This is an optimization exercise on Yosys and OpenROAD, whose aim is small area, not a production implementation.
At most, simulation tests tie the RTL to the original design; equivalence was not proved.
Power figures rest on the tool's default switching activity, not on a simulated workload.

==> v19 <==
// WTA
module WTA
#(
	parameter  MAXDISPARITY = 64 ,
	parameter  LPDI_WIDTH = 8 ,
	parameter  INPUTDATAWID = 513,
	parameter  OUTPUTDATAWID = 9
  )
(
	input wire                      clk,
	input wire                      en,
	input wire                      pixelEN,
	input  wire[INPUTDATAWID-1:0]   LPDi,
	output wire[OUTPUTDATAWID-1:0]  disparity
);
wire step = en & pixelEN;
wire n1;
wire n2;
wire n3;
wire n4;
wire n5;
wire n6;
wire n7;
wire n8;
wire n9;
wire n10;
wire n11;
wire n12;
wire n13;
wire n14;
wire n15;
wire n16;
wire n17;
wire n18;
wire n19;
wire n20;
wire n21;
wire n22;
wire n23;
wire n24;
wire n25;
wire n26;
wire n27;
wire n28;
wire n29;
wire n30;
wire n31;
wire n32;
wire n33;
wire n34;
wire n35;
wire n36;
wire n37;
wire n38;
wire n39;
wire n40;
wire n41;
wire n42;
wire n43;
wire n44;
wire n45;
wire n46;
wire n47;
wire n48;
wire n49;
wire n50;
wire n51;
wire n52;
wire n53;
wire n54;
wire n55;
wire n56;
wire n57;
wire n58;
wire n59;
wire n60;
wire n61;
wire n62;
wire n63;
wire n64;
wire n65;
wire n66;
wire n67;
wire n68;
wire n69;
wire n70;
wire n71;
wire n72;
wire n73;
wire n74;
wire n75;
wire n76;
wire n77;
wire n78;
wire n79;
wire n80;
wire n81;
wire n82;
wire n83;
wire n84;
wire n85;
wire n86;
wire n87;
wire n88;
wire n89;
wire n90;
wire n91;
wire n92;
wire n93;
wire n94;
wire n95;
wire n96;
wire n97;
wire n98;
wire n99;
wire n100;
wire n101;
wire n102;
wire n103;
wire n104;
wire n105;
wire n106;
wire n107;
wire n108;
wire n109;
  ...
clock: 6.67 ns
lec_check: 0
cap_margin: 20
core_margin: 2
core_utilization: 40
slew_margin: 20
standard.sh (not shown) runs the stock make flow with config.mk's settings and CLKGATE_MAP_FILE= SYNTH_SCRIPT=/design/flow/synth_recipe.tcl, a recipe that flattens the netlist after the stock synthesis.
==> flow/flow/run.sh <==
#!/bin/bash
set -euo pipefail
W=$PWD
PLAT="$FLOW_HOME/platforms/$FLOW_PLATFORM"
bash standard.sh synth > "$W/synth_ref.log" 2>&1
cp orfs/results/"$FLOW_PLATFORM"/WTA/base/1_2_yosys.v "$W/ref_synth.v"
python3 flow/map.py "$FLOW_DESIGN" "$W/ref_synth.v" "$W/mapped.v" > "$W/map.log" 2>&1
sed 's/\bmodule WTA\b/module WTA_rtl/' "$FLOW_DESIGN" > "$W/rtl_ref.v"
iverilog -g2012 -DFUNCTIONAL -DUNIT_DELAY=#0 -o "$W/selfcheck.vvp" flow/selfcheck_tb.v "$W/rtl_ref.v" \
  "$PLAT/verilog/primitives.v" "$PLAT/verilog/sky130_fd_sc_hd.v" "$W/mapped.v" > "$W/selfcheck.log" 2>&1
vvp -n "$W/selfcheck.vvp" >> "$W/selfcheck.log" 2>&1
grep -q "SELFCHECK PASS" "$W/selfcheck.log"
rm -rf orfs
bash standard.sh SYNTH_NETLIST_FILES="$W/mapped.v" \
  "BUFFER_PORTS_ARGS=-buffer_cell sky130_fd_sc_hd__buf_1" GPL_TIMING_DRIVEN=0 CORE_UTILIZATION=35 PLACE_DENSITY=0.50 "CTS_ARGS=-sink_clustering_enable -repair_clock_nets -buf_list sky130_fd_sc_hd__clkbuf_8 -dont_use_dummy_load" finish > "$W/layout.log" 2>&1
Other scripts of this flow, unchanged in this note and not shown: flow/flow/map.py, flow/flow/selfcheck_tb.v
==> v5 (differences from v19) <==
--- a/flow/flow/run.sh
+++ b/flow/flow/run.sh
@@ -12,4 +12,4 @@
 grep -q "SELFCHECK PASS" "$W/selfcheck.log"
 rm -rf orfs
 bash standard.sh SYNTH_NETLIST_FILES="$W/mapped.v" \
-  "BUFFER_PORTS_ARGS=-buffer_cell sky130_fd_sc_hd__buf_1" GPL_TIMING_DRIVEN=0 CORE_UTILIZATION=35 PLACE_DENSITY=0.50 "CTS_ARGS=-sink_clustering_enable -repair_clock_nets -buf_list sky130_fd_sc_hd__clkbuf_8 -dont_use_dummy_load" finish > "$W/layout.log" 2>&1
+  "BUFFER_PORTS_ARGS=-buffer_cell sky130_fd_sc_hd__buf_1" GPL_TIMING_DRIVEN=0 CORE_UTILIZATION=35 PLACE_DENSITY=0.70 CTS_BUF_LIST=sky130_fd_sc_hd__clkbuf_8 finish > "$W/layout.log" 2>&1
==> qor summary <==
item	v5	v19
Run status	finished clean	finished clean
Sw frac	47.4%	47.0%
Fraction of area in registers	15.4%	15.5%
CP Data Arrival Time	6.53 ns	6.47 ns
Routed wire length per instance	22.8 um	22.3 um
Highest achievable clock rate	155 MHz	156 MHz
Clock slew at reported path FFs	0.08 ns	0.06 ns
Number of antenna violations at the first check in global routing	1	6
Finished Cell Area	0.0130 sq mm	0.0129 sq mm
Hold-critical path endpoint	pipe[15]	pipe[26]
Worst setup slack before clock tree synthesis	-0.396 ns	-0.477 ns
Global Route met3 Usage	4.07%	3.81%
Clk. pwr	0.346 mW	0.249 mW
Clock power share	16.1%	12.4%
Total inserted antenna cells	2	9
Flop pwr share	24.2%	25.9%
Multi-input gate area	0.00837 sq mm	0.00833 sq mm
Slowest stage delay, CP	0.76 ns	0.73 ns
Cell area power density	164 mW/mm^2	155 mW/mm^2
Clock latency (worst-skew pair)	0.34 ns	0.33 ns
Layout cells sized above 1	8.18%	7.73%
Power drawn by the combinational cells	1.28 mW	1.23 mW

========
==> exp/tundra: inputs <==
Another version of the RTL of WTA (not shown whole).
export LEC_CHECK = 0
export CAP_MARGIN = 20
export CORE_MARGIN = 2
export CORE_UTILIZATION = 40
export SLEW_MARGIN = 20
create_clock -name core_clock -period 6.67 [get_ports {clk}]
==> flow/flow/run.sh <==
#!/bin/bash
set -euo pipefail
W=$PWD
bash standard.sh synth > "$W/synth_ref.log" 2>&1
cp orfs/results/"$FLOW_PLATFORM"/WTA/base/1_2_yosys.v "$W/ref_synth.v"
python3 flow/map.py "$FLOW_DESIGN" "$W/ref_synth.v" "$W/mapped.v" > "$W/map.log" 2>&1
rm -rf orfs
bash standard.sh SYNTH_NETLIST_FILES="$W/mapped.v" \
  "BUFFER_PORTS_ARGS=-buffer_cell sky130_fd_sc_hd__buf_1" GPL_TIMING_DRIVEN=0 PLACE_DENSITY=0.75 finish > "$W/layout.log" 2>&1
Other scripts of this flow, unchanged in this note and not shown: flow/flow/map.py
==> exp/garnet: changes against exp/tundra <==
--- a/flow/design.v
+++ b/flow/design.v
@@ -2450,31 +2450,31 @@
 assign n1207 = n1131 ? n1181 : n1173;
 assign n1208 = n1131 ? n1182 : n1174;
 assign n1209 = n1131 ? n1179 : n1171;
 assign n1210 = n1131 & n1132;
 assign n1211 = n1133 ? n1197 : n1189;
 assign n1212 = n1133 ? n1198 : n1190;
 assign n1213 = n1133 ? n1195 : n1187;
-assign n1214 = s1[4] ? s1[5] : s1[0];
-assign n1215 = s1[4] ? s1[6] : s1[1];
-assign n1216 = s1[4] ? s1[7] : s1[2];
-assign n1217 = s1[4] ? s1[8] : s1[3];
-assign n1218 = s1[4] & s1[9];
-assign n1219 = s1[14] ? s1[15] : s1[10];
-assign n1220 = s1[14] ? s1[16] : s1[11];
-assign n1221 = s1[14] ? s1[17] : s1[12];
-assign n1222 = s1[14] ? s1[18] : s1[13];
-assign n1223 = n1218 ? n1219 : n1214;
-assign n1224 = n1218 ? n1220 : n1215;
-assign n1225 = n1218 ? n1221 : n1216;
-assign n1226 = n1218 ? n1222 : n1217;
-assign n1227 = n1218 ? s1[14] : s1[4];
-reg [19:0] s1;
+assign n1214 = n1202 ? n1203 : n1199;
+assign n1215 = n1202 ? n1204 : n1200;
+assign n1216 = n1202 ? n1205 : n1201;
+assign n1217 = n1202 ? n1129 : n1127;
+assign n1218 = n1202 & n1206;
+assign n1219 = n1210 ? n1211 : n1207;
+assign n1220 = n1210 ? n1212 : n1208;
+assign n1221 = n1210 ? n1213 : n1209;
+assign n1222 = n1210 ? n1133 : n1131;
+assign n1223 = s1[5] ? s1[6] : s1[0];
+assign n1224 = s1[5] ? s1[7] : s1[1];
+assign n1225 = s1[5] ? s1[8] : s1[2];
+assign n1226 = s1[5] ? s1[9] : s1[3];
+assign n1227 = s1[5] ? s1[10] : s1[4];
+reg [11:0] s1;
 always @(posedge clk)
 if (step)
-	s1 <= {LPDi[512], n1133, n1213, n1212, n1211, n1210, n1131, n1209, n1208, n1207, n1206, n1129, n1205, n1204, n1203, n1202, n1127, n1201, n1200, n1199};
+	s1 <= {LPDi[512], n1210, n1222, n1221, n1220, n1219, n1218, n1202, n1217, n1216, n1215, n1214};
 reg [34:0] pipe;
 always @(posedge clk)
 if (step)
-	pipe <= {pipe[27:0], s1[19], n1218, n1227, n1226, n1225, n1224, n1223};
+	pipe <= {pipe[27:0], s1[11], s1[5], n1227, n1226, n1225, n1224, n1223};
 assign disparity = {pipe[34], 2'b00, pipe[33:28]};
 endmodule
==> flow/flow/run.sh (replaced) <==
#!/bin/bash
set -euo pipefail
W=$PWD
bash standard.sh synth > "$W/synth_ref.log" 2>&1
cp orfs/results/"$FLOW_PLATFORM"/WTA/base/1_2_yosys.v "$W/ref_synth.v"
python3 flow/map.py "$FLOW_DESIGN" "$W/ref_synth.v" "$W/mapped.v" > "$W/map.log" 2>&1
rm -rf orfs
bash standard.sh SYNTH_NETLIST_FILES="$W/mapped.v" \
  "BUFFER_PORTS_ARGS=-buffer_cell sky130_fd_sc_hd__buf_1" GPL_TIMING_DRIVEN=0 finish > "$W/layout.log" 2>&1
==> flow_metrics.env <==
export IMPL_setup_slack_ns=0.1635
export IMPL_drtIter0Drc=1926
export IMPL_relSlewSlack=0.5398
export IMPL_worst_slew_pin_slew_ns=0.6903
export IMPL_grt_pass1_wl_um=70120
export IMPL_initial_core_util=0.4082
export IMPL_grt_antenna_before_repair=3
export IMPL_status="complete, no violations"
export IMPL_clk_power_mw=0.294
export IMPL_post_cts_resize_count=29
the above is filed under exp/tundra

==> flow_metrics.env <==
export IMPL_final_cells=2257
export IMPL_setup_slack_ns=-0.05907
export IMPL_total_leakage_power_nw=4.891
export IMPL_status="complete, but fails checks"
export IMPL_grt_antenna_before_repair=4
export IMPL_grt_pass1_wl_um=72490
export IMPL_fill_cells=2337
export IMPL_start_kind="input port"
export IMPL_clk_power_mw=0.249
export IMPL_post_cts_resize_count=85
export IMPL_setup_violations=8
export IMPL_violations="negative setup slack"
export IMPL_drtIter0Drc=1580
export IMPL_max_freq_mhz=148.6
export IMPL_worst_path_largest_cell_delay_ns=0.43
export IMPL_place_gp_congestion=1.006
export IMPL_totalPowerFinal_mw=2.616
export IMPL_timing_hold_violations_final=0
the above is filed under exp/garnet

No functional check of the RTL was part of exp/garnet.

========
==> inputs of run F <==
Another version of the RTL of WTA (not shown whole).
==> flow/config.mk <==
export PLATFORM = sky130hd
export DESIGN_NAME = WTA
export DESIGN_NICKNAME = WTA
export VERILOG_FILES = /design/flow/design.v
export SDC_FILE = /design/flow/constraint.sdc
export NUM_CORES = 8
export LEC_CHECK = 0
export CAP_MARGIN = 20
export CORE_MARGIN = 2
export CORE_UTILIZATION = 40
export SLEW_MARGIN = 20
==> flow/constraint.sdc <==
create_clock -name core_clock -period 6.67 [get_ports {clk}]
set_input_delay 1.3340 -clock core_clock [delete_from_list [all_inputs] [get_ports {clk}]]
set_output_delay 1.3340 -clock core_clock [all_outputs]
set_load 0.01 [all_outputs]
==> flow/flow/run.sh <==
#!/bin/bash
set -euo pipefail
W=$PWD
PLAT="$FLOW_HOME/platforms/$FLOW_PLATFORM"
bash standard.sh synth > "$W/synth_ref.log" 2>&1
cp orfs/results/"$FLOW_PLATFORM"/WTA/base/1_2_yosys.v "$W/ref_synth.v"
python3 flow/map.py "$FLOW_DESIGN" "$W/ref_synth.v" "$W/mapped.v" > "$W/map.log" 2>&1
sed 's/\bmodule WTA\b/module WTA_rtl/' "$FLOW_DESIGN" > "$W/rtl_ref.v"
iverilog -g2012 -DFUNCTIONAL -DUNIT_DELAY=#0 -o "$W/selfcheck.vvp" flow/selfcheck_tb.v "$W/rtl_ref.v" \
  "$PLAT/verilog/primitives.v" "$PLAT/verilog/sky130_fd_sc_hd.v" "$W/mapped.v" > "$W/selfcheck.log" 2>&1
vvp -n "$W/selfcheck.vvp" >> "$W/selfcheck.log" 2>&1
grep -q "SELFCHECK PASS" "$W/selfcheck.log"
rm -rf orfs
bash standard.sh SYNTH_NETLIST_FILES="$W/mapped.v" \
  "BUFFER_PORTS_ARGS=-buffer_cell sky130_fd_sc_hd__buf_1" GPL_TIMING_DRIVEN=0 CORE_UTILIZATION=35 finish > "$W/layout.log" 2>&1
Other scripts of this flow, unchanged in this note and not shown: flow/flow/map.py, flow/flow/selfcheck_tb.v
==> inputs of run H, as changes to run F <==
--- a/flow/design.v
+++ b/flow/design.v
@@ -2432,47 +2432,43 @@
 assign n1190 = n1187 ? n1025 : n1027;
 assign n1191 = n1187 | n1188;
 assign n1192 = n1189 ? n1029 : n1031;
 assign n1193 = n1191 ? n1190 : n1192;
 assign n1194 = n1191 ? n1187 : n1189;
-assign n1195 = s1[3] ? s1[4] : s1[0];
-assign n1196 = s1[3] ? s1[5] : s1[1];
-assign n1197 = s1[3] ? s1[6] : s1[2];
-assign n1198 = s1[3] & s1[7];
-assign n1199 = s1[11] ? s1[12] : s1[8];
-assign n1200 = s1[11] ? s1[13] : s1[9];
-assign n1201 = s1[11] ? s1[14] : s1[10];
-assign n1202 = s1[11] & s1[15];
-assign n1203 = s1[19] ? s1[20] : s1[16];
-assign n1204 = s1[19] ? s1[21] : s1[17];
-assign n1205 = s1[19] ? s1[22] : s1[18];
-assign n1206 = s1[19] & s1[23];
-assign n1207 = s1[27] ? s1[28] : s1[24];
-assign n1208 = s1[27] ? s1[29] : s1[25];
-assign n1209 = s1[27] ? s1[30] : s1[26];
+assign n1195 = n1123 ? n1145 : n1137;
+assign n1196 = n1123 ? n1146 : n1138;
+assign n1197 = n1123 ? n1143 : n1135;
+assign n1198 = n1123 & n1124;
+assign n1199 = n1125 ? n1161 : n1153;
+assign n1200 = n1125 ? n1162 : n1154;
+assign n1201 = n1125 ? n1159 : n1151;
+assign n1202 = n1125 & n1126;
+assign n1203 = n1127 ? n1177 : n1169;
+assign n1204 = n1127 ? n1178 : n1170;
+assign n1205 = n1127 ? n1175 : n1167;
+assign n1206 = n1127 & n1128;
+assign n1207 = n1129 ? n1193 : n1185;
+assign n1208 = n1129 ? n1194 : n1186;
+assign n1209 = n1129 ? n1191 : n1183;
 assign n1210 = n1198 ? n1199 : n1195;
 assign n1211 = n1198 ? n1200 : n1196;
 assign n1212 = n1198 ? n1201 : n1197;
-assign n1213 = n1198 ? s1[11] : s1[3];
+assign n1213 = n1198 ? n1125 : n1123;
 assign n1214 = n1198 & n1202;
 assign n1215 = n1206 ? n1207 : n1203;
 assign n1216 = n1206 ? n1208 : n1204;
 assign n1217 = n1206 ? n1209 : n1205;
-assign n1218 = n1206 ? s1[27] : s1[19];
+assign n1218 = n1206 ? n1129 : n1127;
 assign n1219 = n1214 ? n1215 : n1210;
 assign n1220 = n1214 ? n1216 : n1211;
 assign n1221 = n1214 ? n1217 : n1212;
 assign n1222 = n1214 ? n1218 : n1213;
 assign n1223 = n1214 ? n1206 : n1198;
 assign n1224 = ~n1219;
 assign n1225 = ~n1220;
 assign n1226 = ~n1221;
-reg [31:0] s1;
+reg [41:0] pipe;
 always @(posedge clk)
 if (step)
-	s1 <= {LPDi[512], n1191, n1194, n1193, n1129, n1183, n1186, n1185, n1128, n1175, n1178, n1177, n1127, n1167, n1170, n1169, n1126, n1159, n1162, n1161, n1125, n1151, n1154, n1153, n1124, n1143, n1146, n1145, n1123, n1135, n1138, n1137};
-reg [34:0] pipe;
-always @(posedge clk)
-if (step)
-	pipe <= {pipe[27:0], s1[31], n1214, n1223, n1222, n1226, n1225, n1224};
-assign disparity = {pipe[34], 2'b00, pipe[33:28]};
+	pipe <= {pipe[34:0], LPDi[512], n1214, n1223, n1222, n1226, n1225, n1224};
+assign disparity = {pipe[41], 2'b00, pipe[40:35]};
 endmodule
--- a/flow/flow/run.sh
+++ b/flow/flow/run.sh
@@ -10,6 +10,6 @@
   "$PLAT/verilog/primitives.v" "$PLAT/verilog/sky130_fd_sc_hd.v" "$W/mapped.v" > "$W/selfcheck.log" 2>&1
 vvp -n "$W/selfcheck.vvp" >> "$W/selfcheck.log" 2>&1
 grep -q "SELFCHECK PASS" "$W/selfcheck.log"
 rm -rf orfs
 bash standard.sh SYNTH_NETLIST_FILES="$W/mapped.v" \
-  "BUFFER_PORTS_ARGS=-buffer_cell sky130_fd_sc_hd__buf_1" GPL_TIMING_DRIVEN=0 CORE_UTILIZATION=35 finish > "$W/layout.log" 2>&1
+  "BUFFER_PORTS_ARGS=-buffer_cell sky130_fd_sc_hd__buf_1" GPL_TIMING_DRIVEN=0 finish > "$W/layout.log" 2>&1
==> inputs of run G, as changes to run F <==
--- a/flow/flow/run.sh
+++ b/flow/flow/run.sh
@@ -10,6 +10,6 @@
   "$PLAT/verilog/primitives.v" "$PLAT/verilog/sky130_fd_sc_hd.v" "$W/mapped.v" > "$W/selfcheck.log" 2>&1
 vvp -n "$W/selfcheck.vvp" >> "$W/selfcheck.log" 2>&1
 grep -q "SELFCHECK PASS" "$W/selfcheck.log"
 rm -rf orfs
 bash standard.sh SYNTH_NETLIST_FILES="$W/mapped.v" \
-  "BUFFER_PORTS_ARGS=-buffer_cell sky130_fd_sc_hd__buf_1" GPL_TIMING_DRIVEN=0 CORE_UTILIZATION=35 finish > "$W/layout.log" 2>&1
+  "BUFFER_PORTS_ARGS=-buffer_cell sky130_fd_sc_hd__buf_1" GPL_TIMING_DRIVEN=0 finish > "$W/layout.log" 2>&1
==> flow_summary.yaml <==
worst_hold_path:
  hold_start: "pipe[12]$_DFFE_PP_"
final_layout:
  fillers: 2683
  multi_input_area_share: 0.648
  buf_share: 0.147
  fin_cells: 2165
  signal_buffers: 524
pwr:
  p_per_area_nw_per_um2: 176
  p_clk_uw: 503
  seq-power_uw: 521
  power.switching_uw: 1060
  finalPower_uw: 2390
floorplanning:
  coreArea_um2: 25900
  die-area_um2: 27600
outcome:
  status: "complete, no violations"
clock_network:
  cts_made_buffers: 9
  clock_latency_ps: 340
worst_setup_path:
  worstPathArrival_ps: 6560
place:
  gp_congestion: 0.990
synthesis:
  synthCells: 1286
  syn_area_um2: 10500
drt:
  drt-initial-drc-count: 1319
[end of results for run G]
==> flow_summary.yaml <==
place:
  gp_congestion: 1.04
pwr:
  p_per_area_nw_per_um2: 173
  power.switching_uw: 1070
final_layout:
  fillers: 3073
  buf_share: 0.149
  fin_cells: 2232
floorplanning:
  coreArea_um2: 29600
  die-area_um2: 31500
outcome:
  status: "complete, no violations"
worst_hold_path:
  hold_start: "pipe[5]$_DFFE_PP_"
synthesis:
  synthCells: 1286
clock_network:
  cts_made_buffers: 9
[end of results for run F]
==> flow_summary.yaml <==
clock_network:
  cts_made_buffers: 5
pwr:
  finalPower_uw: 2810
  p_clk_uw: 247
  seq-power_uw: 325
  p_per_area_nw_per_um2: 170
timing:
  fin_ws_ps: -260
  finalSetupViolCount: 5
final_layout:
  multi_input_area_share: 0.682
  signal_buffers: 666
synthesis:
  synthCells: 1261
  syn_area_um2: 9770
worst_hold_path:
  hold_start: "pipe[10]$_DFFE_PP_"
floorplanning:
  die-area_um2: 25700
outcome:
  status: "finished with violations"
  so_faults: "negative setup slack"
drt:
  drt-initial-drc-count: 1538
place:
  gp_congestion: 0.975
worst_setup_path:
  worstPathArrival_ps: 7100
[end of results for run H]
Only the layout flow was run in run H; the RTL was not checked for function there.

separate check: timing with driven ports:
The results above use ideal ports. As a check the final layouts listed here were re-extracted and re-timed, cells and wires unchanged.
Step 1 assumes that a clkbuf_16 drives the clock port and a buf_2 every other input.
Step 2 also shifts input and output timing later by t, the mid clock arrival at the registers, as if the neighbouring blocks saw the same clock.
Slacks: ideal / step 1 / step 2; pairs: ideal / step 1.
run	t (ns)	slack for setup (ns)	worst setup path at the end
v19	0.354	0.271 / 0.278 / -0.076	input to register
v5	0.360	0.226 / 0.220 / -0.141	input to register
exp/tundra	0.328	0.163 / 0.151 / -0.176	input to register
exp/garnet	0.325	-0.059 / -0.044 / -0.368	input to register
run F	0.373	0.255 / 0.231 / -0.142	input to register
run H	0.320	-0.260 / -0.247 / -0.567	input to register
run G	0.379	0.193 / 0.214 / -0.165	input to register
With both steps, setup timing fails in 5 of these runs, where it was met with ideal ports. For run F, which loses most, drivers alone change the setup slack by -0.024 ns; drivers and shift together by -0.397 ns.
